Background: an optimization exercise with open tools, aiming at small area, a short achievable clock period and few clock cycles per item. Do not read the settings as production practice.
Function was checked by simulation only, so behaviour that the tests miss may differ from the original.

## design/flow/design.v

```verilog
module chunk_inner_loop(
	input logic [511:0] chunk, output logic [255:0] hash,
	input logic valid, reset, clk,
	output logic ready
);
logic        busy;            
logic [5:0]  n;               
logic        fin;             
logic        tail;            
logic [31:0] w [0:15];        
logic [31:0] a, b, c, d, e, f, g, h;
logic [31:0] hv [0:7];        
logic [31:0] das, dac;        
logic [31:0] des, dec;        
function automatic [31:0] rotr(input [31:0] x, input integer s);
	rotr = (x >> s) | (x << (32 - s));
endfunction
function automatic [31:0] kconst(input [5:0] i);
	case (i)
		6'd0: kconst = 32'h428a2f98;  6'd1: kconst = 32'h71374491;  6'd2: kconst = 32'hb5c0fbcf;  6'd3: kconst = 32'he9b5dba5;
		6'd4: kconst = 32'h3956c25b;  6'd5: kconst = 32'h59f111f1;  6'd6: kconst = 32'h923f82a4;  6'd7: kconst = 32'hab1c5ed5;
		6'd8: kconst = 32'hd807aa98;  6'd9: kconst = 32'h12835b01;  6'd10: kconst = 32'h243185be; 6'd11: kconst = 32'h550c7dc3;
		6'd12: kconst = 32'h72be5d74; 6'd13: kconst = 32'h80deb1fe; 6'd14: kconst = 32'h9bdc06a7; 6'd15: kconst = 32'hc19bf174;
		6'd16: kconst = 32'he49b69c1; 6'd17: kconst = 32'hefbe4786; 6'd18: kconst = 32'h0fc19dc6; 6'd19: kconst = 32'h240ca1cc;
		6'd20: kconst = 32'h2de92c6f; 6'd21: kconst = 32'h4a7484aa; 6'd22: kconst = 32'h5cb0a9dc; 6'd23: kconst = 32'h76f988da;
		6'd24: kconst = 32'h983e5152; 6'd25: kconst = 32'ha831c66d; 6'd26: kconst = 32'hb00327c8; 6'd27: kconst = 32'hbf597fc7;
		6'd28: kconst = 32'hc6e00bf3; 6'd29: kconst = 32'hd5a79147; 6'd30: kconst = 32'h06ca6351; 6'd31: kconst = 32'h14292967;
		6'd32: kconst = 32'h27b70a85; 6'd33: kconst = 32'h2e1b2138; 6'd34: kconst = 32'h4d2c6dfc; 6'd35: kconst = 32'h53380d13;
		6'd36: kconst = 32'h650a7354; 6'd37: kconst = 32'h766a0abb; 6'd38: kconst = 32'h81c2c92e; 6'd39: kconst = 32'h92722c85;
		6'd40: kconst = 32'ha2bfe8a1; 6'd41: kconst = 32'ha81a664b; 6'd42: kconst = 32'hc24b8b70; 6'd43: kconst = 32'hc76c51a3;
		6'd44: kconst = 32'hd192e819; 6'd45: kconst = 32'hd6990624; 6'd46: kconst = 32'hf40e3585; 6'd47: kconst = 32'h106aa070;
		6'd48: kconst = 32'h19a4c116; 6'd49: kconst = 32'h1e376c08; 6'd50: kconst = 32'h2748774c; 6'd51: kconst = 32'h34b0bcb5;
		6'd52: kconst = 32'h391c0cb3; 6'd53: kconst = 32'h4ed8aa4a; 6'd54: kconst = 32'h5b9cca4f; 6'd55: kconst = 32'h682e6ff3;
		6'd56: kconst = 32'h748f82ee; 6'd57: kconst = 32'h78a5636f; 6'd58: kconst = 32'h84c87814; 6'd59: kconst = 32'h8cc70208;
		6'd60: kconst = 32'h90befffa; 6'd61: kconst = 32'ha4506ceb; 6'd62: kconst = 32'hbef9a3f7; default: kconst = 32'hc67178f2;
	endcase
endfunction
function automatic [31:0] maj3(input [31:0] x, input [31:0] y, input [31:0] z);
	maj3 = (x & y) | (x & z) | (y & z);
endfunction
function automatic [31:0] add_bk(input [31:0] p, input [31:0] q);
	logic [31:0] t, gg, pp;
	integer i, k;
	t = p ^ q; gg = p & q; pp = t;
	for (k = 1; k < 32; k = k * 2)
		for (i = 2*k - 1; i < 32; i = i + 2*k) begin
			gg[i] = gg[i] | (pp[i] & gg[i-k]);
			pp[i] = pp[i] & pp[i-k];
		end
	for (k = 8; k >= 1; k = k / 2)
		for (i = 3*k - 1; i < 32; i = i + 2*k) begin
			gg[i] = gg[i] | (pp[i] & gg[i-k]);
			pp[i] = pp[i] & pp[i-k];
		end
	add_bk = t ^ {gg[30:0], 1'b0};
endfunction
wire rnd = busy && !tail;
wire last = rnd && (n == 6'd0);       
wire [31:0] sig1 = rotr(e, 6) ^ rotr(e, 11) ^ rotr(e, 25);
wire [31:0] ch   = (e & f) ^ (~e & g);
wire [31:0] sig0 = rotr(a, 2) ^ rotr(a, 13) ^ rotr(a, 22);
wire [31:0] maj  = (a & b) ^ (a & c) ^ (b & c);
wire [31:0] a1s = das ^ dac ^ ch;
wire [31:0] a1c = {maj3(das, dac, ch), 1'b0};
wire [31:0] a2s = sig1 ^ sig0 ^ maj;
wire [31:0] a2c = {maj3(sig1, sig0, maj), 1'b0};
wire [31:0] a3s = a1s ^ a1c ^ a2s;
wire [31:0] a3c = {maj3(a1s, a1c, a2s), 1'b0};
wire [31:0] a4s = a3s ^ a3c ^ a2c;
wire [31:0] a4c = {maj3(a3s, a3c, a2c), 1'b0};
wire [31:0] a_new = a4s + a4c;
wire [31:0] e1s = des ^ dec ^ ch;
wire [31:0] e1c = {maj3(des, dec, ch), 1'b0};
wire [31:0] e2s = e1s ^ e1c ^ sig1;
wire [31:0] e2c = {maj3(e1s, e1c, sig1), 1'b0};
wire [31:0] e_new = e2s + e2c;
wire [31:0] kn  = kconst(n);
wire [31:0] hn  = rnd ? g : hv[7];
wire [31:0] dn  = rnd ? c : hv[3];
wire [31:0] wn  = rnd ? w[1] : chunk[511:480];
wire [31:0] p_s = hn ^ kn ^ wn;
wire [31:0] p_c = {maj3(hn, kn, wn), 1'b0};
wire [31:0] das_n = p_s;
wire [31:0] dac_n = p_c;
wire [31:0] des_n = p_s ^ p_c ^ dn;
wire [31:0] dec_n = {maj3(p_s, p_c, dn), 1'b0};
wire [31:0] s0w = rotr(w[1], 7) ^ rotr(w[1], 18) ^ (w[1] >> 3);
wire [31:0] s1w = rotr(w[14], 17) ^ rotr(w[14], 19) ^ (w[14] >> 10);
wire [31:0] w1s = w[0] ^ w[9] ^ s0w;
wire [31:0] w1c = {maj3(w[0], w[9], s0w), 1'b0};
wire [31:0] w2s = w1s ^ w1c ^ s1w;
wire [31:0] w2c = {maj3(w1s, w1c, s1w), 1'b0};
wire [31:0] w_new = w2s + w2c;
wire [31:0] fa_sum = add_bk(hv[3], a);
wire [31:0] fe_sum = add_bk(hv[7], e);
assign ready = !busy;
assign hash = {hv[0], hv[1], hv[2], hv[3], hv[4], hv[5], hv[6], hv[7]};
integer j;
always_ff @(posedge clk) begin
	if (!busy) begin
		for (j = 0; j < 16; j++) w[j] <= chunk[511 - 32*j -: 32];
	end else begin
		for (j = 0; j < 15; j++) w[j] <= w[j+1];
		w[15] <= w_new;
	end
	if (rnd) begin
		a <= a_new; b <= a; c <= b; d <= c;
		e <= e_new; f <= e; g <= f; h <= g;
	end else begin
		a <= hv[0]; b <= hv[1]; c <= hv[2]; d <= hv[3];
		e <= hv[4]; f <= hv[5]; g <= hv[6]; h <= hv[7];
	end
	das <= das_n; dac <= dac_n;
	des <= des_n; dec <= dec_n;
end
always_ff @(posedge clk) begin
	if (reset) begin
		busy <= 1'b0;
		n <= 6'd0;
		fin <= 1'b0;
		tail <= 1'b0;
		hv[0] <= 32'h6a09e667; hv[1] <= 32'hbb67ae85; hv[2] <= 32'h3c6ef372; hv[3] <= 32'ha54ff53a;
		hv[4] <= 32'h510e527f; hv[5] <= 32'h9b05688c; hv[6] <= 32'h1f83d9ab; hv[7] <= 32'h5be0cd19;
	end else begin
		fin <= rnd && (n == 6'd61 || n == 6'd62 || n == 6'd63 || n == 6'd0);
		tail <= last;
		if (!busy) begin
			n <= valid ? 6'd1 : 6'd0;
			busy <= valid;
		end else begin
			if (rnd && !last) n <= n + 6'd1;    
			if (tail) busy <= 1'b0;
			if (fin) begin
				hv[0] <= fa_sum; hv[1] <= hv[0]; hv[2] <= hv[1]; hv[3] <= hv[2];
				hv[4] <= fe_sum; hv[5] <= hv[4]; hv[6] <= hv[5]; hv[7] <= hv[6];
			end
		end
	end
end
endmodule
```

## design/flow/flow/run.sh

```bash
#!/bin/bash
# Layout: the standard flow (standard.sh, unchanged synthesis), with
#  - sky130_fd_sc_hd__buf_1 as the port buffer (every port still gets one),
#  - timing repair aimed at a setup slack of SETUP_SLACK_MARGIN ns, so the
#    design is repaired below the 12 ns constraint it is signed off at,
#  - a clock tree of clkbuf_8 buffers without dummy loads.
# make's full output goes to standard.log in the work folder; ORFS's per-step
# logs stay under orfs/logs/.
set -uo pipefail
cd "$(dirname "$0")/.."
bash standard.sh \
  "BUFFER_PORTS_ARGS=-buffer_cell sky130_fd_sc_hd__buf_1" \
  "SETUP_SLACK_MARGIN=8" \
  "CTS_ARGS=-sink_clustering_enable -repair_clock_nets -dont_use_dummy_load -buf_list sky130_fd_sc_hd__clkbuf_8" \
  finish > standard.log 2>&1
status=$?
tail -n 40 standard.log
exit $status
```

## design/flow/standard.sh

```bash
#!/bin/bash
# synth_recipe.tcl (not shown) runs the flow's synth.tcl, then flattens the netlist and writes it again
# the make line also repeats each setting of config.mk as NAME=value (left out here)
make -C /OpenROAD-flow-scripts/flow DESIGN_CONFIG=/design/flow/config.mk WORK_HOME=/design/flow/orfs CLKGATE_MAP_FILE= SYNTH_SCRIPT=/design/flow/synth_recipe.tcl "${@:-finish}"
```

## design/flow/config.mk

```make
export PLATFORM = sky130hd
export DESIGN_NAME = chunk_inner_loop
export DESIGN_NICKNAME = chunk_inner_loop
export VERILOG_FILES = /design/flow/design.v
export SDC_FILE = /design/flow/constraint.sdc
export NUM_CORES = 4
export LEC_CHECK = 0
export CAP_MARGIN = 20
export CORE_MARGIN = 2
export CORE_UTILIZATION = 60
export PLACE_DENSITY = 0.72
export SLEW_MARGIN = 20
```

## design/flow/constraint.sdc

```tcl
create_clock -name core_clock -period 12.0 [get_ports {clk}]
set_input_delay 2.4000 -clock core_clock [delete_from_list [all_inputs] [get_ports {clk}]]
set_output_delay 2.4000 -clock core_clock [all_outputs]
set_load 0.01 [all_outputs]
```

==> results of run 1 <==
[kinds of logic (layout without fill, tap and decap cells)]
kind of cell	Yosys count	count (layout)
AOI/OAI and AO/OA	827	828
other	0	30
DFF	1127	1127
and+or+nand+nor	1750	1751
buffers and inverters	597	1384
adders and majority gates	512	512
muxes	543	543
xor gates and xnor gates	370	370
[critical path, cell delays in order, from the launching register on]
cell,delay (ps)
dfxtp_4,440
xor2_1,300
xnor2_2,180
fa_1,510
inv_1,50
fa_1,540
fa_1,440
ha_1,460
nand4_1,240
o21a_1,290
o31a_1,390
a31oi_4,250
nand3_2,100
a211o_1,300
nand3_1,60
[synth_stat cells (126+ instances only)]
cell / count
a21oi_1: 245
clkbuf_1: 304
dfxtp_1: 1127
fa_1: 338
ha_1: 173
inv_1: 248
mux2_2: 530
nand2_1: 1305
nand3b_1: 126
nor2_1: 139
o21ai_0: 206
xnor2_1: 263
[stage by stage]
step	worst slack, ps	utilization (%)
CTS	7500	69.6
global placement	5920	64.7
floorplan	7830	-
finish	7370	71.6
global route	7210	71.6
detailed placement	5890	64.7
[worst max-delay path by stage]
stage / startpoint / end / cells after the start
after global routing: e[28] / a[29] / 15
after detailed placement: reset / kn[8] / 11
after global placement: reset / kn[8] / 11
after floorplan: e[12] / a[30] / 21
final: e[24] / a[30] / 14
after CTS: a[5] / a[29] / 19
[timing repair]
action | CTS | global route
gates cloned | 1 | 2
pin swaps | 99 | 129
endpoints found under the setup margin | 288 | 186
hold buffers | 0 | 0
setup buffers | 74 | 74
gates resized for setup | 369 | 232
endpoints found under the hold margin | 0 | 0
[cell type report]
cell class                 count  area (um2)
antenna                       30        75.1
clock buffer                 181        2490
fill                        6975       26100
inverter                     250         968
multi-input combinational   4004       33300
sequential                  1127       22900
tap                         1243        1560
timing repair buffer         953        4510
[routing by layer]
layer / vias up / routed length [um]
met4: 16 / 20800
met1: 22400 / 71500
met5: - / 115
met2: 2131 / 102000
li1: 20500 / -
met3: 760 / 14900
[flip-flops by register name, indices dropped and copies added (netlist names), 6 cells and up]
signal	flops
dac	31
f	32
dec	31
w	512
n	6
das	32
a	32
g	32
des	32
hv	256
c	32
kn	32
e	32
b	32
==> results.ini, run 1 <==
[status]
status=no timing/DRC/antenna violations

[sta]
setup_violations=0
rsz0062_at_grt=yes
min_period_over_period_pct=38.6
maxSlewViolCount=0
fmax_mhz=216
setup_tns_ps=0
period_minus_slack_ps=4630
clock_skew_ps=69.4
finalHoldViolations=0
whs_ps=420
relSlewSlack_pct=9.76
tightest_slew_ps=1350

[drt]
vias=45700
wl_um=209000
drc=0
wl_per_cell_um=26.8
drt_iter0_drc=4007
viasPerCell=5.87
antenna_left=0
dr.pass1.iters=9

[floorplan]
core_area_mm2=0.0919
start_util_pct=60.7
die_h_um=309
dieArea_mm2=0.0954
num_rows=111
ios=772
die_w_um=309

[hold_path]
hold_class=reg -> reg
hp-start=b[29]
min_path_cells=2
worstHoldEndpoint=c[29]

[clock_network]
clk_latency_ps=890
cts_max_path_buffers=3
htreeDepth=4
tritoncts=built
cts_inserted_buffers=181
cts_sinks=1127
clkTransAtPathRegs_ps=60
cts-root-buf=clkbuf_8

[global_route]
grt_max_degree=192
grt_use_met1_pct=44.7
grt_use_total_pct=42.0
grt.overflow.total=0
grtUsageMet3_pct=9.23
grt.busiest_layer=met2
grt_pass1_wl_um=289000
grt_antenna_before_repair=36
grt_pass1_vias=45400
grt_use_met2_pct=71.3

[cells_and_area]
finalNetCount=7543
stdcell_area_mm2=0.0658
mostFrequentLayoutCell=nand2_1
mostFrequentLayoutCells=nand2_1, dfxtp_1, buf_1, mux2_2, fa_1
drive_gt1_share_pct=20.6
final_cells=7788
area_delta_synth_final_pct=18.0

[logic_synthesis]
yosysTopAreaCellShare_pct=40.4
synth_top_family_by_area=adder cells
synth_top_area_cell=dfxtp_1
synth_compound_area_share_pct=9.34
syn_area_mm2=0.0558
synth_fp_nets=6752
synth_area_per_cell_um2=9.74
synth_area_leaders=dfxtp_1, fa_1, mux2_2
synthCells=5726
synth_xor_area_share_pct=5.81
ys_seq_area_share_pct=40.4
yosysWarningCount=3
synth_fa_ha_area_share_pct=16.0
synth-simple-area-share_pct=13.4
ys_types=77
ys_async_sr_fraction_pct=0
ys.flop_type=dfxtp_1
synth_edf_count=0
synth_seq_cells=1127
synth_mux_area_share_pct=10.9

[placement]
dp_cells=7426
dp_hpwl_um=157000
post_dp_cell_area_mm2=0.0595
gp_congestion=0.992
portBuffers=771

[setup_path]
cp.arrival_ps=5400
cp.required_ps=12770
rr_worst_depth=14
rr_startpoint=e[24]
cp_max_fo=7
cp-end-kind=register
startpoint_type=register
r2r_end=a[30]
critPathKind=reg -> reg
r2r_setup_slack_ps=7370

[run]
cap_violations=0

Testbench counts, summed over its fixed seeds: cycles 12,680, items 192.
==> inputs of run 2 (changes only) <==
--- a/design/flow/flow/run.sh
+++ b/design/flow/flow/run.sh
@@ -12,3 +12,3 @@
   "BUFFER_PORTS_ARGS=-buffer_cell sky130_fd_sc_hd__buf_1" \
-  "SETUP_SLACK_MARGIN=8" \
+  "SETUP_SLACK_MARGIN=7.35" \
   "CTS_ARGS=-sink_clustering_enable -repair_clock_nets -dont_use_dummy_load -buf_list sky130_fd_sc_hd__clkbuf_8" \
--- a/design/flow/config.mk
+++ b/design/flow/config.mk
@@ -9,4 +9,4 @@
 export CORE_MARGIN = 2
-export CORE_UTILIZATION = 60
-export PLACE_DENSITY = 0.72
+export CORE_UTILIZATION = 70
+export PLACE_DENSITY = 0.8
 export SLEW_MARGIN = 20
==> results.ini, run 2 <==
[drt]
viasPerCell=6.33  ; +7.8%
wl_um=213000  ; +2.1%
antenna_left=0  ; unchanged
wl_per_cell_um=28.5  ; +6.2%
drc=0  ; unchanged
dr.pass1.iters=7  ; -2
vias=47400  ; +3.6%
drt_iter0_drc=4808  ; +20%

[floorplan]
num_rows=103  ; -7.2%
die_w_um=286  ; -7.3%
dieArea_mm2=0.0820  ; -14%
die_h_um=286  ; -7.3%
start_util_pct=70.6  ; +9.9 points
core_area_mm2=0.0790  ; -14%
ios=772  ; unchanged

[logic_synthesis]
synth_top_area_cell=dfxtp_1
synth_common_cells=nand2_1, dfxtp_1, mux2_2
synth_most_common_cell=nand2_1
synth_area_per_cell_um2=9.74  ; unchanged
synth_seq_cells=1127  ; unchanged
ys_types=77  ; unchanged
synth_fp_nets=6752  ; unchanged
ys_async_sr_fraction_pct=0  ; unchanged
ys_seq_area_share_pct=40.4  ; unchanged
syn_area_mm2=0.0558  ; unchanged
synth_edf_count=0  ; unchanged
synthCells=5726  ; unchanged
yosysTopAreaCellShare_pct=40.4  ; unchanged
yosysWarningCount=3  ; unchanged
ys.flop_type=dfxtp_1
synth_area_leaders=dfxtp_1, fa_1, mux2_2

[setup_path]
r2r_setup_slack_ps=6200  ; -1170 ps
rr_worst_depth=15  ; +1
r2r_end=a[29]
cp_max_fo=4  ; -3
cp.arrival_ps=6480  ; +1080 ps
cp-startpoint=b[8]
rr_startpoint=b[8]
startpoint_type=register
cp.required_ps=12690  ; -80 ps
cp-end-kind=register
critPathKind=reg -> reg
crit_end=a[29]

[sta]
fmax_mhz=173  ; -20%
relSlewSlack_pct=-40.2  ; -50 points
period_minus_slack_ps=5800  ; +1170 ps
setup_tns_ps=0  ; unchanged
rsz0062_at_grt=yes
clock_skew_ps=85.6  ; +16.1 ps
min_period_over_period_pct=48.3  ; +9.7 points
worst_slack_ps=6200  ; -1170 ps
setup_violations=0  ; unchanged
maxSlewViolCount=2  ; +2
tightest_slew_ps=2080  ; +727 ps
finalHoldViolations=0  ; unchanged

[status]
so_faults=max-capacitance violations, max-slew violations
status=finished with violations

[placement]
place_ws_ps=6170  ; +275 ps
dp_hpwl_um=157000  ; +0.22%
gp_congestion=1.01  ; +1.6%
portBuffers=771  ; unchanged

[clock_network]
clkTransAtPathRegs_ps=60  ; about the same
clk_latency_ps=890  ; about the same
cts_inserted_buffers=172  ; -5.0%
cts_sinks=1127  ; unchanged
cts_hold_buf=0  ; unchanged
htreeDepth=4  ; unchanged
tritoncts=built
cts_max_path_buffers=3  ; unchanged
cts-root-buf=clkbuf_8

[cells_and_area]
mostFrequentLayoutCell=nand2_1
finalNetCount=7420  ; -1.6%
largest_reg_flops=512  ; unchanged
drive_gt1_share_pct=15.5  ; -5.2 points
reg.largest.list=w: 512 flops, hv: 256 flops
area_delta_synth_final_pct=12.6
mostFrequentLayoutCells=nand2_1, dfxtp_1, buf_1, mux2_2, fa_1
top_register=w

[global_route]
grt_antenna_before_repair=56  ; +56%
grt_pass1_wl_um=295000  ; +1.8%
grt_max_degree=166  ; -14%
grt_use_total_pct=49.3  ; +7.3 points
grt_pass1_vias=47800  ; +5.4%
grt.overflow.total=0  ; unchanged

[hold_path]
hold_class=reg -> reg

[run]
cap_violations=1  ; +1

[run 2: cell counts after synthesis]
Identical to the previous run, type by type.
[run 2: kinds of logic (layout without fill, tap and decap cells)]
| group | after synthesis | after routing | synth area share [%] |
|---|---|---|---|
| and+or+nand+nor | 1750 | 1750 | 13.4 |
| DFF | 1127 | 1127 | 40.4 |
| AOI/OAI and AO/OA | 827 | 827 | 9.34 |
| buffers and inverters | 597 | 1263 | 4.09 |
| muxes | 543 | 543 | 10.9 |
| adders and majority gates | 512 | 512 | 16.0 |
| xor gates and xnor gates | 370 | 370 | 5.81 |
| other | 0 | 45 | 0 |
[run 2: routing by layer]
metal | global-route usage, % | routed length [um]
met5 | 0 | 166
met4 | 50.8 | 26400
met3 | 13.2 | 20800
met2 | 79.8 | 98400
met1 | 50.6 | 67400
[run 2: stage by stage]
| stage | hold WS, ps | utilization [%] | cell area, um2 | instances |
|---|---|---|---|---|
| after CTS | 415 | 78.1 | 61700 | 7410 |
| after floorplan | 410 | - | 55800 | 5726 |
| after global placement | 419 | 74.7 | 59000 | 7234 |
| final | 420 | 79.5 | 62800 | 7487 |
| after detailed placement | 423 | 74.7 | 59000 | 7234 |
| after global routing | 444 | 79.5 | 62800 | 7476 |
[run 2: area by class of cell]
type                    instances  area [um2]
flip-flops and latches       1127       22800
diodes                         45         113
fillers                      4815       16200
repair buffers                841        3470
inverters                     250         946
multi-input cells            4002       31800
well taps                    1050        1310
clock buffers                 172        2370
[run 2: how the worst min path moves through the flow]
stage                 end  slack (ps)  cells after the start   from
finish              g[14]         420                      2  f[14]
global route         g[0]         440                      2   f[0]
CTS                 g[14]         410                      2  f[14]
detailed placement   g[0]         420                      2   f[0]
global placement     g[7]         420                      2   f[7]
floorplan            g[0]         410                      2   f[0]
[run 2: worst max-delay path, stage by stage (launching register included)]
cell and delay (ps):
dfxtp_1 320, o21ai_0 1570, fa_1 650, inv_1 100
fa_1 410, fa_1 490, ha_4 320, nand2_1 70
or3_1 410, nor4_4 340, nor3_2 70, buf_4 160
o211ai_1 290, a31oi_1 150, xor2_1 160, o21ai_0 90
[run 2: timing repair]
action                                  4_1_cts  5_1_grt
endpoints found under the setup margin       56       50
gates resized for setup                      81      188
setup buffers                                 4       32
pin swaps                                     8       41
==> inputs of run 3 (changes only) <==
--- a/design/flow/flow/run.sh
+++ b/design/flow/flow/run.sh
@@ -12,3 +12,3 @@
   "BUFFER_PORTS_ARGS=-buffer_cell sky130_fd_sc_hd__buf_1" \
-  "SETUP_SLACK_MARGIN=7.35" \
+  "SETUP_SLACK_MARGIN=7.3" \
   "CTS_ARGS=-sink_clustering_enable -repair_clock_nets -dont_use_dummy_load -buf_list sky130_fd_sc_hd__clkbuf_8" \
--- a/design/flow/config.mk
+++ b/design/flow/config.mk
@@ -9,4 +9,4 @@
 export CORE_MARGIN = 2
-export CORE_UTILIZATION = 70
-export PLACE_DENSITY = 0.8
+export CORE_UTILIZATION = 55
+export PLACE_DENSITY = 0.68
 export SLEW_MARGIN = 20
==> results.ini, run 3 <==
[sta]
period_minus_slack_ps=4650  ; -1150 ps
relSlewSlack_pct=26.0  ; +66 points
worst_slack_ps=7350  ; +1150 ps
rsz0062_at_grt=yes
min_period_over_period_pct=38.7  ; -9.6 points
finalHoldViolations=0  ; unchanged
fmax_mhz=215  ; +25%
tightest_slew_ps=1110  ; -970 ps
setup_violations=0  ; unchanged
maxSlewViolCount=0  ; -2
setup_tns_ps=0  ; unchanged
clock_skew_ps=54.0  ; -31.5 ps

[clock_network]
cts-root-buf=clkbuf_8
cts_inserted_buffers=186  ; +8.1%
htreeDepth=4  ; unchanged
tritoncts=built
cts_sinks=1127  ; unchanged
cts_hold_buf=0  ; unchanged
cts_max_path_buffers=3  ; unchanged
clk_latency_ps=870  ; -20 ps
clkTransAtPathRegs_ps=60  ; about the same

[logic_synthesis]
synth_top_area_cell=dfxtp_1
yosysTopAreaCellShare_pct=40.4  ; unchanged
syn_area_mm2=0.0558  ; unchanged
yosysWarningCount=3  ; unchanged
ys_seq_area_share_pct=40.4  ; unchanged
ys_async_sr_fraction_pct=0  ; unchanged
synth_area_leaders=dfxtp_1, fa_1, mux2_2
synth_area_per_cell_um2=9.74  ; unchanged
synth_most_common_cell=nand2_1
ys_types=77  ; unchanged
synth_common_cells=nand2_1, dfxtp_1, mux2_2
synth_edf_count=0  ; unchanged
synth_fp_nets=6752  ; unchanged
ys.flop_type=dfxtp_1
synth_seq_cells=1127  ; unchanged
synthCells=5726  ; unchanged

[global_route]
grt_pass1_wl_um=293000  ; -0.71%
grt.overflow.total=0  ; unchanged
grt_use_total_pct=39.2  ; -10 points
grt_pass1_vias=43900  ; -8.2%
grt_antenna_before_repair=28  ; -50%
grt_max_degree=199  ; +20%

[drt]
antenna_left=0  ; unchanged
drc=0  ; unchanged
wl_per_cell_um=26.7  ; -6.1%
vias=43900  ; -7.4%
dr.pass1.iters=8  ; +1
viasPerCell=5.65  ; -11%
wl_um=208000  ; -2.6%
drt_iter0_drc=3439  ; -28%

[placement]
portBuffers=771  ; unchanged
gp_congestion=0.992  ; -1.6%
place_ws_ps=6410  ; +242 ps
dp_hpwl_um=164000  ; +4.3%

[setup_path]
cp.required_ps=12670  ; -20 ps
cp-end-kind=register
cp_max_fo=26  ; +22
critPathKind=in -> reg
startpoint_type=primary input
rr_worst_depth=18  ; +3
cp.arrival_ps=5320  ; -1160 ps

[cells_and_area]
top_register=w
mostFrequentLayoutCells=nand2_1, dfxtp_1, buf_1, mux2_2, fa_1
largest_reg_flops=512  ; unchanged
area_delta_synth_final_pct=12.7  ; about the same
mostFrequentLayoutCell=nand2_1
fillers=8702  ; +81%
drive_gt1_share_pct=14.6  ; -0.82 points
finalNetCount=7418  ; -0.027%
reg.largest.list=w: 512 flops, hv: 256 flops

[floorplan]
core_area_mm2=0.100  ; +27%
num_rows=116  ; +13%
die_h_um=322  ; +13%
die_w_um=322  ; +13%
ios=772  ; unchanged
start_util_pct=55.6  ; -15 points
dieArea_mm2=0.104  ; +27%

[run]
cap_violations=0  ; -1

[hold_path]
min_path_cells=1  ; -1
hold_class=reg -> reg

[status]
status=no timing/DRC/antenna violations

[run 3: cell count changes in the layout (fill, tap and decap cells not counted), sizes merged]
cell | before | now
clkinv | 1 | 0
nor2b | 12 | 13
buf | 840 | 823
clkinvlp | 2 | 0
diode | 45 | 20
inv | 247 | 250
clkbuf | 173 | 187
[run 3: worst max-delay path, stage by stage]
cell and delay [ps]:
clkbuf_4 280, a211o_1 300, buf_4 220, inv_1 80, buf_4 230, ha_1 630
nand2b_1 440, o21a_1 280, o21ai_0 130, a22oi_1 190, o21ai_0 90
[run 3: worst paths after layout]
kind | slack [ps] | endpoint | start
worst max register to register | 7400 | a[28] | e[7]
worst max-delay path | 7350 | kn[24] | reset
worst min register to register | 410 | w[4][10] | w[5][10]
worst min-delay path | 410 | w[4][10] | w[5][10]
[run 3: metrics by stage]
stage	instance area [um2]	utilization [%]	hold slack, ps	cells
after floorplan	55800	-	410	5726
after global placement	59400	59.2	422	7545
after detailed placement	59400	59.2	427	7545
after CTS	62300	62.1	411	7736
after global routing	62800	62.7	432	7763
final	62900	62.7	413	7767
[run 3: cell type report]
| type | count | area, um2 | area share (%) |
|---|---|---|---|
| Multi-Input combinational cell | 4003 | 31500 | 50.1 |
| Sequential cell | 1127 | 22700 | 36.2 |
| Timing Repair Buffer | 824 | 3380 | 5.38 |
| Clock buffer | 186 | 2560 | 4.07 |
| Tap cell | 1357 | 1700 | 2.70 |
| Inverter | 250 | 941 | 1.50 |
| Antenna cell | 20 | 50.0 | 0.0796 |
[run 3: logic make-up (layout without fill, tap and decap cells)]
family                   after synthesis  after routing  synth area share, %
AND/OR/NAND/NOR                     1750           1751                 13.4
AO/OA/AOI/OAI                        827            827                 9.34
other                                  0             20                    0
XOR/XNOR                             370            370                 5.81
multiplexers                         543            543                 10.9
buffers and inverters                597           1260                 4.09
flip-flops                          1127           1127                 40.4
adder cells (fa/ha/maj)              512            512                 16.0
[run 3: timing repair]
| action | 4_1_cts | 5_1_grt |
|---|---|---|
| pin swaps | 5 | 13 |
| cloned | 1 | 0 |
| resized for setup | 65 | 131 |
| buffers inserted | 4 | 11 |
| endpoints found under the setup margin | 47 | 63 |
[run 3: routing by layer]
layer | up-vias | GRT usage [%] | routed length, um
met2 | 1789 | 68.1 | 104000
met3 | 512 | 7.84 | 13600
met5 | - | 0 | 68
met4 | 10 | 26.4 | 15500
met1 | 21400 | 43.5 | 74600
li1 | 20200 | - | -
==> inputs of run 4 (changes only) <==
--- a/design/flow/flow/run.sh
+++ b/design/flow/flow/run.sh
@@ -12,3 +12,3 @@
   "BUFFER_PORTS_ARGS=-buffer_cell sky130_fd_sc_hd__buf_1" \
-  "SETUP_SLACK_MARGIN=7.3" \
+  "SETUP_SLACK_MARGIN=7.4" \
   "CTS_ARGS=-sink_clustering_enable -repair_clock_nets -dont_use_dummy_load -buf_list sky130_fd_sc_hd__clkbuf_8" \
--- a/design/flow/config.mk
+++ b/design/flow/config.mk
@@ -9,4 +9,4 @@
 export CORE_MARGIN = 2
-export CORE_UTILIZATION = 55
-export PLACE_DENSITY = 0.68
+export CORE_UTILIZATION = 60
+export PLACE_DENSITY = 0.72
 export SLEW_MARGIN = 20
==> results.ini, run 4 <==
[sta]
setup_tns_ps=0  ; unchanged
min_period_over_period_pct=38.8  ; +0.13 points
maxSlewViolCount=0  ; unchanged
period_minus_slack_ps=4660  ; +15.8 ps
rsz0062_at_grt=yes
clock_skew_ps=85.8  ; +31.7 ps
tightest_slew_ps=1110  ; +3.90 ps
relSlewSlack_pct=25.7  ; -0.26 points
finalHoldViolations=0  ; unchanged
fmax_mhz=215  ; -0.34%
setup_violations=0  ; unchanged

[drt]
wl_per_cell_um=26.4  ; -1.2%
wl_um=203000  ; -2.3%
vias=44500  ; +1.4%
dr.pass1.iters=5  ; -3
antenna_left=0  ; unchanged
viasPerCell=5.79  ; +2.5%
drt_iter0_drc=3948  ; +15%
drc=0  ; unchanged

[logic_synthesis]
synth_top_area_cell=dfxtp_1
synth_common_cells=nand2_1, dfxtp_1, mux2_2
synth_area_leaders=dfxtp_1, fa_1, mux2_2
synth_seq_cells=1127  ; unchanged
ys.flop_type=dfxtp_1
yosysTopAreaCellShare_pct=40.4  ; unchanged
yosysWarningCount=3  ; unchanged
synth_area_per_cell_um2=9.74  ; unchanged
synth_fp_nets=6752  ; unchanged
synthCells=5726  ; unchanged
ys_types=77  ; unchanged
ys_async_sr_fraction_pct=0  ; unchanged
syn_area_mm2=0.0558  ; unchanged
synth_edf_count=0  ; unchanged
ys_seq_area_share_pct=40.4  ; unchanged
synth_most_common_cell=nand2_1

[setup_path]
startpoint_type=register
rr_worst_depth=18  ; unchanged
critPathKind=reg -> reg
cp.required_ps=12670  ; about the same
cp_max_fo=6  ; -77%
cp.arrival_ps=5330  ; about the same
cp-end-kind=register

[cells_and_area]
finalNetCount=7446  ; +0.38%
largest_reg_flops=512  ; unchanged
mostFrequentLayoutCell=nand2_1
final_util_pct=68.9  ; +6.3 points
top_register=w
reg.largest.list=w: 512 flops, hv: 256 flops
drive_gt1_share_pct=16.0  ; +1.4 points
area_delta_synth_final_pct=13.6
mostFrequentLayoutCells=nand2_1, dfxtp_1, buf_1, mux2_2, fa_1

[hold_path]
min_path_cells=1  ; unchanged
hold_class=reg -> reg

[global_route]
grt_max_degree=166  ; -17%
grt_use_total_pct=41.2  ; +2.0 points
grt_pass1_vias=44100  ; +0.58%
grt_antenna_before_repair=37  ; +32%
grt.overflow.total=0  ; unchanged
grt_pass1_wl_um=283000  ; -3.2%

[clock_network]
cts_max_path_buffers=3  ; unchanged
htreeDepth=4  ; unchanged
cts_sinks=1127  ; unchanged
clk_latency_ps=900  ; +30 ps
cts_hold_buf=0  ; unchanged
clkTransAtPathRegs_ps=60  ; about the same
cts-root-buf=clkbuf_8
tritoncts=built
cts_inserted_buffers=180  ; -3.2%

[placement]
gp_congestion=0.990  ; -0.18%
portBuffers=771  ; unchanged
dp_hpwl_um=157000  ; -4.3%

[floorplan]
dieArea_mm2=0.0954  ; -8.2%
die_w_um=309  ; -4.2%
ios=772  ; unchanged
die_h_um=309  ; -4.2%
start_util_pct=60.7  ; +5.1 points
core_area_mm2=0.0919  ; -8.3%
num_rows=111  ; -4.3%

[run]
cap_violations=0  ; unchanged

[status]
status=no timing/DRC/antenna violations

run 4: cell types whose count changed in the layout (fill, tap and decap cells not counted), sizes merged:
cell	change
diode	+2
buf	+34
nor2b	-1
inv	-3
nand2b	+1
clkinvlp	+2
clkbuf	-6
clkinv	+1
run 4: worst paths after layout:
path	endpoint	from	slack (ps)
worst max-delay path	a[22]	e[13]	7340
worst min-delay path	w[3][31]	w[4][31]	400
worst max register to register	a[22]	e[13]	7340
worst min register to register	w[3][31]	w[4][31]	400
run 4: final cells by class:
type | instances | area, um2
flip-flops and latches | 1127 | 22800
fillers | 7303 | 28500
well taps | 1243 | 1560
repair buffers | 858 | 3640
diodes | 22 | 55.1
clock buffers | 180 | 2480
multi-input cells | 4003 | 31900
inverters | 250 | 948
run 4: kinds of logic after synthesis:
kind of cell	Yosys count	synth area share [%]
flops	1127	40.4
compound gates	827	9.34
fa+ha+maj	512	16.0
simple gates	1750	13.4
mux	543	10.9
buf+inv	597	4.09
xor+xnor	370	5.81
run 4: metrics by stage:
step | hold WS, ps | std cells | area (um2) | setup slack (ps)
global placement | 421 | 7428 | 59200 | 6170
floorplan | 410 | 5726 | 55800 | 7410
finish | 404 | 7683 | 63400 | 7340
global route | 438 | 7676 | 63400 | 7240
detailed placement | 430 | 7428 | 59200 | 6150
CTS | 405 | 7616 | 62100 | 7340
run 4: metal layers:
layer / part of all wire, % / vias up / GRT usage, %
li1: - / 20300 / -
met1: 35 / 21700 / 44.3
met2: 50 / 1868 / 71.8
met3: 6.8 / 618 / 8.75
met4: 8.3 / 32 / 30.2
met5: 0.11 / - / 0
run 4: worst max-delay path, stage by stage (launching register included):
cell and delay, ps:
dfxtp_4 390, xor2_4 210, xnor2_4 280, fa_1 470, inv_1 100, fa_1 450
fa_1 520, ha_4 190, fa_2 370, a211oi_2 260, nor2_2 80, o21ai_2 180
o21a_1 220, buf_4 130, o21ai_2 60, a21o_1 190, a21oi_2 130, xor2_1 170
o21ai_1 70
run 4: repair_timing:
item | 4_1_cts | 5_1_grt
endpoints found under the setup margin | 58 | 47
gates cloned | 1 | 0
pin swaps | 10 | 75
gates resized for setup | 103 | 192
setup buffers | 7 | 45
==> inputs of run 5 (changes only) <==
--- a/design/flow/flow/run.sh
+++ b/design/flow/flow/run.sh
@@ -5,3 +5,3 @@
 #    design is repaired below the 12 ns constraint it is signed off at,
-#  - a clock tree of clkbuf_8 buffers without dummy loads.
+#  - a clock tree of clkbuf_4/clkbuf_8 buffers without dummy loads.
 # make's full output goes to standard.log in the work folder; ORFS's per-step
@@ -13,3 +13,3 @@
   "SETUP_SLACK_MARGIN=7.4" \
-  "CTS_ARGS=-sink_clustering_enable -repair_clock_nets -dont_use_dummy_load -buf_list sky130_fd_sc_hd__clkbuf_8" \
+  "CTS_ARGS=-sink_clustering_enable -repair_clock_nets -dont_use_dummy_load -buf_list sky130_fd_sc_hd__clkbuf_4 sky130_fd_sc_hd__clkbuf_8" \
   finish > standard.log 2>&1
==> results.ini, run 5 <==
[logic_synthesis]
ys.flop_type=dfxtp_1
synth_top_family_by_area=adder cells
synth_fp_nets=6752  ; unchanged
synth_compound_area_share_pct=9.34  ; unchanged
yosysTopAreaCellShare_pct=40.4  ; unchanged
synth_fa_ha_area_share_pct=16.0  ; unchanged
syn_area_mm2=0.0558  ; unchanged
synth_seq_cells=1127  ; unchanged
synth-simple-area-share_pct=13.4  ; unchanged
synth_most_common_cell=nand2_1
ys_seq_area_share_pct=40.4  ; unchanged
synthCells=5726  ; unchanged
synth_mux_area_share_pct=10.9  ; unchanged
ys_types=77  ; unchanged
synth_xor_area_share_pct=5.81  ; unchanged
synth_top_area_cell=dfxtp_1
synth_common_cells=nand2_1, dfxtp_1, mux2_2
yosysWarningCount=3  ; unchanged
synth_area_leaders=dfxtp_1, fa_1, mux2_2
synth_edf_count=0  ; unchanged
synth_area_per_cell_um2=9.74  ; unchanged
ys_async_sr_fraction_pct=0  ; unchanged

[placement]
gp_congestion=0.990  ; unchanged
post_dp_cell_area_mm2=0.0592  ; unchanged
portBuffers=771  ; unchanged
dp_hpwl_um=157000  ; unchanged
dp_cells=7428  ; unchanged

[floorplan]
die_h_um=309  ; unchanged
die_w_um=309  ; unchanged
num_rows=111  ; unchanged
ios=772  ; unchanged
start_util_pct=60.7  ; unchanged

[status]
haltStage=clock tree synthesis (4_1_cts)
status=stopped before the end
error_line=[ERROR STA-0564] clock_tree_synthesis positional arguments not supported.

==> run 5: cell counts after synthesis <==
Identical to the previous run, type by type.
==> run 5: cells by family after synthesis <==
kind of cell               Yosys count
xor gates and xnor gates           370
DFF                               1127
and+or+nand+nor                   1750
muxes                              543
adders and majority gates          512
buffers and inverters              597
AOI/OAI and AO/OA                  827
==> run 5: worst max path at each step <==
| stage | startpoint | to | slack, ps | cells after the start |
|---|---|---|---|---|
| 3_3_place_gp | reset | kn[9] | 6170 | 12 |
| 2_1_floorplan | e[7] | a[22] | 7410 | 19 |
| 3_5_place_dp | reset | kn[9] | 6150 | 12 |
==> run 5: metrics by stage <==
step | util [%] | setup slack (ps)
2_1_floorplan | - | 7410
3_3_place_gp | 64.4 | 6170
3_5_place_dp | 64.4 | 6150
==> inputs of run 6 (changes only) <==
--- a/design/flow/flow/run.sh
+++ b/design/flow/flow/run.sh
@@ -13,3 +13,3 @@
   "SETUP_SLACK_MARGIN=7.4" \
-  "CTS_ARGS=-sink_clustering_enable -repair_clock_nets -dont_use_dummy_load -buf_list sky130_fd_sc_hd__clkbuf_4 sky130_fd_sc_hd__clkbuf_8" \
+  "CTS_ARGS=-sink_clustering_enable -repair_clock_nets -dont_use_dummy_load -buf_list {sky130_fd_sc_hd__clkbuf_4 sky130_fd_sc_hd__clkbuf_8}" \
   finish > standard.log 2>&1
==> results.ini, run 6 <==
[status]
status=no timing/DRC/antenna violations

[run]
cap_violations=0

[clock_network]
cts-root-buf=clkbuf_8
clkTransAtPathRegs_ps=60
tritoncts=built
cts_max_path_buffers=3
cts_inserted_buffers=180
htreeDepth=4
cts_sinks=1127
cts_hold_buf=0
clk_latency_ps=900

[global_route]
grt_pass1_vias=44100
grt_antenna_before_repair=37
grt.overflow.total=0
grt_max_degree=166
grt_use_total_pct=41.2
grt_pass1_wl_um=283000

[placement]
portBuffers=771  ; unchanged
dp_hpwl_um=157000  ; unchanged
gp_congestion=0.990  ; unchanged
dp_cells=7428  ; unchanged
place_ws_ps=6150  ; unchanged
post_dp_cell_area_mm2=0.0592  ; unchanged

[logic_synthesis]
ys_seq_area_share_pct=40.4  ; unchanged
ys_async_sr_fraction_pct=0  ; unchanged
ys.flop_type=dfxtp_1
synth_area_leaders=dfxtp_1, fa_1, mux2_2
synth_area_per_cell_um2=9.74  ; unchanged
yosysTopAreaCellShare_pct=40.4  ; unchanged
ys_types=77  ; unchanged
synthCells=5726  ; unchanged
synth_common_cells=nand2_1, dfxtp_1, mux2_2
synth_top_area_cell=dfxtp_1
syn_area_mm2=0.0558  ; unchanged
synth_most_common_cell=nand2_1
synth_seq_cells=1127  ; unchanged
yosysWarningCount=3  ; unchanged
synth_fp_nets=6752  ; unchanged
synth_edf_count=0  ; unchanged

[drt]
viasPerCell=5.79
antenna_left=0
wl_um=203000
wl_per_cell_um=26.4
dr.pass1.iters=5
drt_iter0_drc=3948
drc=0
vias=44500

[sta]
clock_skew_ps=85.8
min_period_over_period_pct=38.8
setup_violations=0
maxSlewViolCount=0
worst_slack_ps=7340
relSlewSlack_pct=25.7
setup_tns_ps=0
finalHoldViolations=0
tightest_slew_ps=1110
period_minus_slack_ps=4660
rsz0062_at_grt=yes
fmax_mhz=215

[floorplan]
num_rows=111  ; unchanged
die_w_um=309  ; unchanged
ios=772  ; unchanged
start_util_pct=60.7  ; unchanged
core_area_mm2=0.0919
dieArea_mm2=0.0954
die_h_um=309  ; unchanged

[setup_path]
r2r_setup_slack_ps=7340
critical_path_depth=18
cp.arrival_ps=5330
cp-startpoint=e[13]
max_stage_delay_ps=520
r2r_end=a[22]
rr_worst_depth=18
path_delay_family=adder cells
path_buf_inv=2
crit_path_cell_trace=xor2_4 -> xnor2_4 -> fa_1 -> inv_1 -> fa_1 -> fa_1 -> ha_4 -> fa_2 -> a211oi_2 -> nor2_2 -> o21ai_2 -> o21a_1 -> buf_4 -> o21ai_2 -> a21o_1 -> a21oi_2 -> xor2_1 -> o21ai_1
cp.required_ps=12670
cp-end-kind=register
crit_end=a[22]
cp_max_fo=6
rr_startpoint=e[13]
path_common_cell=fa_1
startpoint_type=register
cpMaxStageDelayCell=fa_1
critPathKind=reg -> reg

[cells_and_area]
multi_input_area_mm2=0.0319
mostFrequentLayoutCell=nand2_1
top_register=w
stdcell_area_mm2=0.0634
drive_gt1_share_pct=16.0
final_cells=7683
largest_reg_flops=512
seq_area_mm2=0.0228
mostFrequentLayoutCells=nand2_1, dfxtp_1, buf_1, mux2_2, fa_1
area_delta_synth_final_pct=13.6
finalNetCount=7446
fillers=7303
reg.largest.list=w: 512 flops, hv: 256 flops

[hold_path]
hold_class=reg -> reg

[run 6: cell counts after synthesis]
Identical to the previous run, type by type.
[run 6: layout make-up]
class	instances	area share, %
Tap cell	1243	2.45
Antenna cell	22	0.0868
Multi-Input combinational cell	4003	50.4
Timing Repair Buffer	858	5.75
Sequential cell	1127	35.9
Inverter	250	1.50
Clock buffer	180	3.91
[run 6: cell families after synthesis]
family / share of synthesized area [%]
xor gates and xnor gates: 5.81
buffers and inverters: 4.09
AOI/OAI and AO/OA: 9.34
adders and majority gates: 16.0
DFF: 40.4
and+or+nand+nor: 13.4
muxes: 10.9
[run 6: stage by stage]
stage          hold WS [ps]  utilization [%]
2_1_floorplan           410                -
3_3_place_gp            421             64.4
3_5_place_dp            430             64.4
4_1_cts                 405             67.6
5_1_grt                 438             68.9
6_report                404             68.9
[run 6: worst min-delay path by stage]
stage                        start        to  slack [ps]  depth (start not counted)
after CTS                 w[4][31]  w[3][31]         400                          1
after global routing       w[6][3]   w[5][3]         440                          1
final                     w[4][31]  w[3][31]         400                          1
after floorplan               f[0]      g[0]         410                          2
after detailed placement     f[10]     g[10]         430                          2
after global placement        f[5]      g[5]         420                          2
[run 6: layer usage]
metal / track usage, % / share of wire, % / vias to the layer above
met1: 44.3 / 35 / 21700
met4: 30.2 / 8.3 / 32
met5: 0 / 0.11 / -
met3: 8.75 / 6.8 / 618
li1: - / - / 20300
met2: 71.8 / 50 / 1868
[run 6: worst register-to-register path: cells and delay by family (launching register included)]
family / cells / cell delay, ps
AOI/OAI and AO/OA: 7 / 1120
xor gates and xnor gates: 3 / 660
adders and majority gates: 5 / 2000
buffers and inverters: 2 / 230
DFF: 1 / 390
and+or+nand+nor: 1 / 80
[run 6: what timing repair did]
action,4_1_cts,5_1_grt
pin swaps,10,75
hold endpoints to repair,0,0
setup endpoints to repair,58,47
resized for setup,103,192
cloned,1,0
setup buffers,7,45

==> what the ideal ports hide <==
In the flow no input, the clock included, has a driving cell. The finished layouts below were timed again as built, in two steps.
Step 1 (the two cells are an assumption about what drives the block):
set clk [get_ports {clk}]
set_driving_cell -lib_cell sky130_fd_sc_hd__clkbuf_16 $clk
set_driving_cell -lib_cell sky130_fd_sc_hd__buf_2 [delete_from_list [all_inputs] $clk]
Step 2 adds t to the input delays and takes it off the output delays; t is the mean of the earliest and latest rising clock arrival at the registers after step 1. Input paths then give back, and output paths get back, about the clock's delay inside the block.
Slacks: no drivers / after step 1 / after step 2; pairs: no drivers / after step 1.
run	t (ns)	setup slack, ns	worst setup path after step 2	latest minus earliest clock arrival (ns)	worst register clock-pin slew, ns
run 1	0.920	7.369 / 7.369 / 7.087	input to register	0.073 / 0.073	0.07 / 0.07
run 2	0.910	6.203 / 6.203 / 6.203	register to register	0.086 / 0.086	0.07 / 0.07
run 3	0.912	7.354 / 7.400 / 6.491	input to register	0.063 / 0.063	0.06 / 0.06
run 4	0.929	7.338 / 7.338 / 6.637	input to register	0.086 / 0.086	0.06 / 0.06
run 6	0.929	7.338 / 7.338 / 6.637	input to register	0.086 / 0.086	0.06 / 0.06
For run 3, which loses most, drivers alone change the setup slack by +0.046 ns; drivers and shift together by -0.863 ns.
